Context: an optimization exercise on an open-source flow, tuned for small area, a short achievable clock period and few clock cycles. The choices shown serve that exercise and are no tape-out recipe.
The RTL was checked by simulation tests, not by an equivalence proof against the original design.
Power is estimated from default activity; no workload was simulated.

==> 06-06 <==
==> flow/design.v <==
`timescale 1ns / 1ps
module adder32(input wire [31:0] a, b, input wire cin, output wire [31:0] s, output wire cout);
wire [31:0] x = a ^ b;
wire [32:0] g [0:6];
wire [32:0] p [0:6];
assign g[0] = {a & b, cin};
assign p[0] = {a | b, 1'b0};
genvar l, i;
generate for (l = 0; l < 6; l = l + 1) begin : lv
	for (i = 0; i < 33; i = i + 1) begin : bt
		if (i >= (1 << l)) begin : m
			assign g[l+1][i] = g[l][i] | (p[l][i] & g[l][i - (1 << l)]);
			assign p[l+1][i] = p[l][i] & p[l][i - (1 << l)];
		end else begin : k
			assign g[l+1][i] = g[l][i];
			assign p[l+1][i] = p[l][i];
		end
	end
end endgenerate
assign s = x ^ g[6][31:0];
assign cout = g[6][32];
endmodule
`timescale 1ns / 1ps
module regs(
	input wire clk, rst, WE,
	input wire [4:0] R_addr_A, R_addr_B, W_addr,
	input wire [31:0] W_data,
	output wire [31:0] rdata_A, rdata_B
    );
wire [31:0] wd = W_data & {32{~rst}};
wire [31:0] wsel = 32'd1 << W_addr;
wire [31:0] asel = 32'd1 << R_addr_A;
wire [31:0] bsel = 32'd1 << R_addr_B;
reg [31:0] R [0:31];
wire [31:0] ta [0:32];
wire [31:0] tb [0:32];
assign ta[0] = 32'd0;
assign tb[0] = 32'd0;
genvar i;
generate for (i = 0; i < 32; i = i + 1) begin : g
	always @(posedge clk)
		if (rst | (WE & wsel[i])) R[i] <= wd;
	assign ta[i+1] = ta[i] | (R[i] & {32{asel[i]}});
	assign tb[i+1] = tb[i] | (R[i] & {32{bsel[i]}});
end endgenerate
assign rdata_A = ta[32];
assign rdata_B = tb[32];
endmodule
`timescale 1ns / 1ps
module Multi_CPU(
	input wire clk, reset,
	input wire [31:0] Data_in,
	output wire mem_w,
	output wire [31:0] Data_out, Addr_out
    );
reg  [31:0] PC, IR, aout, alt, A_r, B_r, S_r, sd, W_r;
reg  [4:0]  W_a;
reg         W_e;
reg         irv, memph, mst;
reg  [4:0]  mrt;
wire [5:0]  op = IR[31:26];
wire [5:0]  fn = IR[5:0];
wire [4:0]  rs = IR[25:21];
wire [4:0]  rt = IR[20:16];
wire [4:0]  rd = IR[15:11];
wire [15:0] imm = IR[15:0];
reg c_rtype, c_jr, c_jalr, c_we, c_link, c_j, c_br, c_mem, c_sw, c_lui;
reg c_selB, c_sub, c_slt, c_add, c_wsum, c_wlg;
reg [1:0] c_lop;
reg [4:0] c_wa;
wire rtype = c_rtype, f_jr = c_jr, o_br = c_br, o_mem = c_mem, o_sw = c_sw, o_lui = c_lui;
wire is_sub = c_sub, is_slt = c_slt, is_add = c_add;
wire [1:0] lop = c_lop;
wire [31:0] opB = B_r;
wire [31:0] sum;
wire        cout;
adder32 add_u(.a(A_r), .b(opB), .cin(is_sub), .s(sum), .cout(cout));
wire [31:0] lg = (lop == 2'b00) ? (A_r & opB) :
                 (lop == 2'b01) ? (A_r | opB) :
                 (lop == 2'b10) ? (A_r ^ opB) : ~(A_r | opB);
wire eq = (A_r == B_r);
wire taken = eq ^ op[0];
wire mispred = o_br & (taken ^ imm[15]);
wire ex_we = irv & ~memph & c_we;
wire [4:0] ex_wa = c_wa;
wire w_lk  = c_link;
wire w_sum = c_wsum;
wire w_slt = c_slt;
wire w_lg  = c_wlg;
wire [31:0] ex_wd = ({32{w_lk}} & alt) | ({32{w_sum}} & sum) |
                    ({32{w_lg}} & lg) | {31'd0, w_slt & ~cout};
wire ld_we = memph & ~mst;
wire rf_we = memph ? ld_we : ex_we;
wire [4:0] rf_wa = memph ? mrt : ex_wa;
wire [31:0] rf_wd = memph ? Data_in : ex_wd;
wire [5:0] fop = Data_in[31:26];
wire [4:0] frs = Data_in[25:21];
wire [4:0] frt = Data_in[20:16];
wire f_usesA = (fop != 6'h0F);                                     
wire f_usesB = (fop == 6'h00) | (fop[5:1] == 5'b00010) | (fop == 6'h2B);  
wire [31:0] RA, RB;
wire [5:0] ffn = Data_in[5:0];
wire d_rtype = (fop == 6'h00);
wire d_jr    = d_rtype & (ffn[5:1] == 5'b00100);
wire d_jalr  = d_jr & ffn[0];
wire d_falu  = d_rtype & ffn[5];
wire d_ialu  = (fop[5:3] == 3'b001);
wire d_jal   = (fop == 6'h03);
wire d_br    = (fop[5:1] == 5'b00010);
wire d_mem   = fop[5];
wire d_sw    = fop[5] & fop[3];
wire d_lui   = (fop == 6'h0F);
wire d_link  = d_jalr | d_jal;
wire d_sub   = d_rtype ? (ffn[1:0] == 2'b10) : (fop[2:0] == 3'b010);
wire d_slt   = ~d_link & (d_rtype ? ffn[3] : (fop[2:0] == 3'b010));
wire d_add   = d_rtype ? ~ffn[2] : (fop[2:0] == 3'b000) | d_mem;
regs register_file(
	.clk(clk), .rst(reset), .WE(W_e),
	.R_addr_A(frs), .R_addr_B(frt), .W_addr(W_a), .W_data(W_r),
	.rdata_A(RA), .rdata_B(RB)
	);
wire fwdA = ex_we & (ex_wa == frs);
wire fwdB = ex_we & (ex_wa == frt);
wire wfA = W_e & (W_a == frs);
wire wfB = W_e & (W_a == frt);
wire [31:0] fA = fwdA ? ex_wd : (wfA ? W_r : RA);
wire [31:0] fB = fwdB ? ex_wd : (wfB ? W_r : RB);
wire usesA = ~c_lui;
wire ldA = ~mst & usesA & (rs == mrt);
wire ldB = ~mst & c_selB & (rt == mrt);
wire ldS = ~mst & c_sw & (rt == mrt);
wire [31:0] pc4 = PC + 32'd4;
wire f_j  = (fop[5:1] == 5'b00001);
wire f_br = (fop[5:1] == 5'b00010);
wire f_bt = f_br & Data_in[15];
wire [31:0] fbs;
adder32 add_b(.a({PC[31:2], 2'b11}), .b({{14{Data_in[15]}}, Data_in[15:0], 2'b01}), .cin(1'b0), .s(fbs), .cout());
wire [31:0] fbrt = {fbs[31:2], PC[1:0]};
wire [31:0] fjt = {pc4[31:28], Data_in[25:0], 2'b00};
wire d_zx = fop[2] & ~d_mem;
wire [15:0] fimm = Data_in[15:0];
wire [31:0] fimmx = d_lui ? {fimm, 16'd0} : d_zx ? {16'd0, fimm} : {{16{fimm[15]}}, fimm};
wire d_selB = d_rtype | d_br;
wire redirect = irv & (mispred | f_jr);
wire [31:0] pc_next = (irv & mispred) ? alt : (irv & f_jr) ? sum :
                      f_j ? fjt : f_bt ? fbrt : pc4;
always @(posedge clk) begin
	mrt <= rt;
	mst <= o_sw;
	sd <= S_r;
	W_r <= rf_wd;
	W_a <= rf_wa;
	W_e <= rf_we & ~reset;
	if (reset) begin
		PC <= 32'd0;
		aout <= 32'd0;
		irv <= 1'b0;
		memph <= 1'b0;
	end else if (memph) begin
		memph <= 1'b0;
		aout <= PC;
		if (ldA) A_r <= Data_in;
		if (ldB) B_r <= Data_in ^ {32{c_sub}};
		if (ldS) S_r <= Data_in;
	end else begin
		IR <= Data_in;
		c_rtype <= d_rtype; c_jr <= d_jr; c_jalr <= d_jalr; c_j <= f_j;
		c_we <= d_falu | d_ialu | d_link; c_link <= d_link;
		c_br <= d_br; c_mem <= d_mem; c_sw <= d_sw; c_lui <= d_lui;
		c_selB <= d_selB;
		c_sub <= d_sub; c_slt <= d_slt; c_add <= d_add;
		c_wsum <= ~d_link & ~d_slt & d_add;
		c_wlg <= ~d_link & ~d_slt & ~d_add;
		c_lop <= d_rtype ? ffn[1:0] : (d_lui ? 2'b01 : fop[1:0]);
		c_wa <= d_link ? 5'd31 : (d_rtype ? Data_in[15:11] : Data_in[20:16]);
		A_r <= f_usesA ? fA : 32'd0;
		B_r <= (d_selB ? fB : fimmx) ^ {32{d_sub}};
		S_r <= fB;
		irv <= ~redirect;
		memph <= irv & o_mem;
		alt <= (f_j | f_bt | ~f_br) ? pc4 : fbrt;
		PC <= pc_next;
		aout <= (irv & o_mem) ? sum : pc_next;
	end
end
assign Addr_out = aout;
assign mem_w = memph & mst;
assign Data_out = sd;
endmodule
==> flow/flow/run.sh <==
#!/bin/bash
# The standard layout, except that the input and output ports are buffered
# with buf_4 cells: left to itself buffer_ports picks a delay cell
# (clkdlybuf4s50_1) that the footprint-matching repair cannot resize later.
# The whole make output goes to standard.log in the work folder; ORFS keeps
# its per-step logs under orfs/logs.
set -euo pipefail
cd "$(dirname "$0")/.."
export BUFFER_PORTS_ARGS="-buffer_cell sky130_fd_sc_hd__buf_4"
bash standard.sh finish > standard.log 2>&1
==> flow/standard.sh <==
#!/bin/bash
# synth_recipe.tcl (not shown) runs the flow's synth.tcl, then flattens the netlist and writes it again
# the make line also repeats each setting of config.mk as NAME=value (left out here)
make -C /OpenROAD-flow-scripts/flow DESIGN_CONFIG=/design/flow/config.mk WORK_HOME=/design/flow/orfs CLKGATE_MAP_FILE= SYNTH_SCRIPT=/design/flow/synth_recipe.tcl "${@:-finish}"
==> flow/config.mk <==
export PLATFORM = sky130hd
export DESIGN_NAME = Multi_CPU
export DESIGN_NICKNAME = Multi_CPU
export VERILOG_FILES = /design/flow/design.v
export SDC_FILE = /design/flow/constraint.sdc
export NUM_CORES = 4
export LEC_CHECK = 0
export CAP_MARGIN = 20
export CORE_MARGIN = 2
export CORE_UTILIZATION = 40
export CTS_BUF_LIST = sky130_fd_sc_hd__clkbuf_8
export SETUP_SLACK_MARGIN = 5.0
export SLEW_MARGIN = 20
==> flow/constraint.sdc <==
create_clock -name core_clock -period 9.0 [get_ports {clk}]
set_input_delay 1.8000 -clock core_clock [delete_from_list [all_inputs] [get_ports {clk}]]
set_output_delay 1.8000 -clock core_clock [all_outputs]
set_load 0.01 [all_outputs]
==> 02-25 (differences from 06-06) <==
--- a/flow/design.v
+++ b/flow/design.v
@@ -75,5 +75,5 @@
 wire [31:0] sum;
 wire        cout;
-adder32 add_u(.a(A_r), .b(opB), .cin(is_sub), .s(sum), .cout(cout));
+adder32 add_u(.a(A_r), .b(opB ^ {32{is_sub}}), .cin(is_sub), .s(sum), .cout(cout));
 wire [31:0] lg = (lop == 2'b00) ? (A_r & opB) :
                  (lop == 2'b01) ? (A_r | opB) :
@@ -112,5 +112,5 @@
 wire d_lui   = (fop == 6'h0F);
 wire d_link  = d_jalr | d_jal;
-wire d_sub   = d_rtype ? (ffn[1:0] == 2'b10) : (fop[2:0] == 3'b010);
+wire d_sub   = d_rtype ? ffn[1] : (fop[2:0] == 3'b010);
 wire d_slt   = ~d_link & (d_rtype ? ffn[3] : (fop[2:0] == 3'b010));
 wire d_add   = d_rtype ? ~ffn[2] : (fop[2:0] == 3'b000) | d_mem;
@@ -161,5 +161,5 @@
 		aout <= PC;
 		if (ldA) A_r <= Data_in;
-		if (ldB) B_r <= Data_in ^ {32{c_sub}};
+		if (ldB) B_r <= Data_in;
 		if (ldS) S_r <= Data_in;
 	end else begin
@@ -175,5 +175,5 @@
 		c_wa <= d_link ? 5'd31 : (d_rtype ? Data_in[15:11] : Data_in[20:16]);
 		A_r <= f_usesA ? fA : 32'd0;
-		B_r <= (d_selB ? fB : fimmx) ^ {32{d_sub}};
+		B_r <= d_selB ? fB : fimmx;
 		S_r <= fB;
 		irv <= ~redirect;
==> flow/flow/run.sh (replaced) <==
#!/bin/bash
# The standard layout, with two changes to how hard and with what it
# buffers:
# - the input and output ports are buffered with buf_4 cells; left to itself
#   buffer_ports picks a delay cell (clkdlybuf4s50_1) that the
#   footprint-matching repair cannot resize later;
# - timing repair aims for 5.5 ns of setup slack at the 9 ns clock.
# The whole make output goes to standard.log in the work folder; ORFS keeps
# its per-step logs under orfs/logs.
set -euo pipefail
cd "$(dirname "$0")/.."
export BUFFER_PORTS_ARGS="-buffer_cell sky130_fd_sc_hd__buf_4"
export SETUP_SLACK_MARGIN=5.5
bash standard.sh finish > standard.log 2>&1
--- a/flow/config.mk
+++ b/flow/config.mk
@@ -10,4 +10,3 @@
 export CORE_UTILIZATION = 40
 export CTS_BUF_LIST = sky130_fd_sc_hd__clkbuf_8
-export SETUP_SLACK_MARGIN = 5.0
 export SLEW_MARGIN = 20
==> summary of the runs <==
- 02-25 finished clean. 06-06 completed without violations.
- In 06-06 the cell area is lower than in 02-25, by 5.0%.
- Combinational power: 02-25 is higher than 06-06 (26%).
- Of 02-25 and 06-06, 02-25 has the higher non-clock buffer count (gap 109).
- Of 02-25 and 06-06, 02-25 has the higher count of clock-buffer cells in the layout (gap 5).
Testbench counts of 06-06, summed over its fixed seeds: cycles 82,021.
Testbench counts of 02-25, summed over its fixed seeds: cycles 82,021.

## what the ideal ports hide
In the flow no input, the clock included, has a driving cell. The finished layouts below were timed again as built, in two steps.
Step 1, drivers: a clkbuf_16 drives clk and a buf_2 each remaining input, both assumed.
Step 2 moves the port delays by t, midway between the first and last clock arrival at a register: inputs arrive t later, outputs are due t later. That takes back most of the time a late clock gives input paths.
a / b / c = ideal / step 1 / step 2; a / b = the first two.
run	shift t [ns]	setup slack, ns	hold WS [ns]
06-06	1.055	4.782 / 4.815 / 3.760	0.320 / 0.320 / 0.320
02-25	1.079	5.058 / 5.105 / 4.025	0.352 / 0.352 / 0.352
After both steps setup and hold are still met in every run listed. The setup slack of 02-25, which loses most, moves by +0.047 ns with the drivers and by -1.033 ns with both steps.
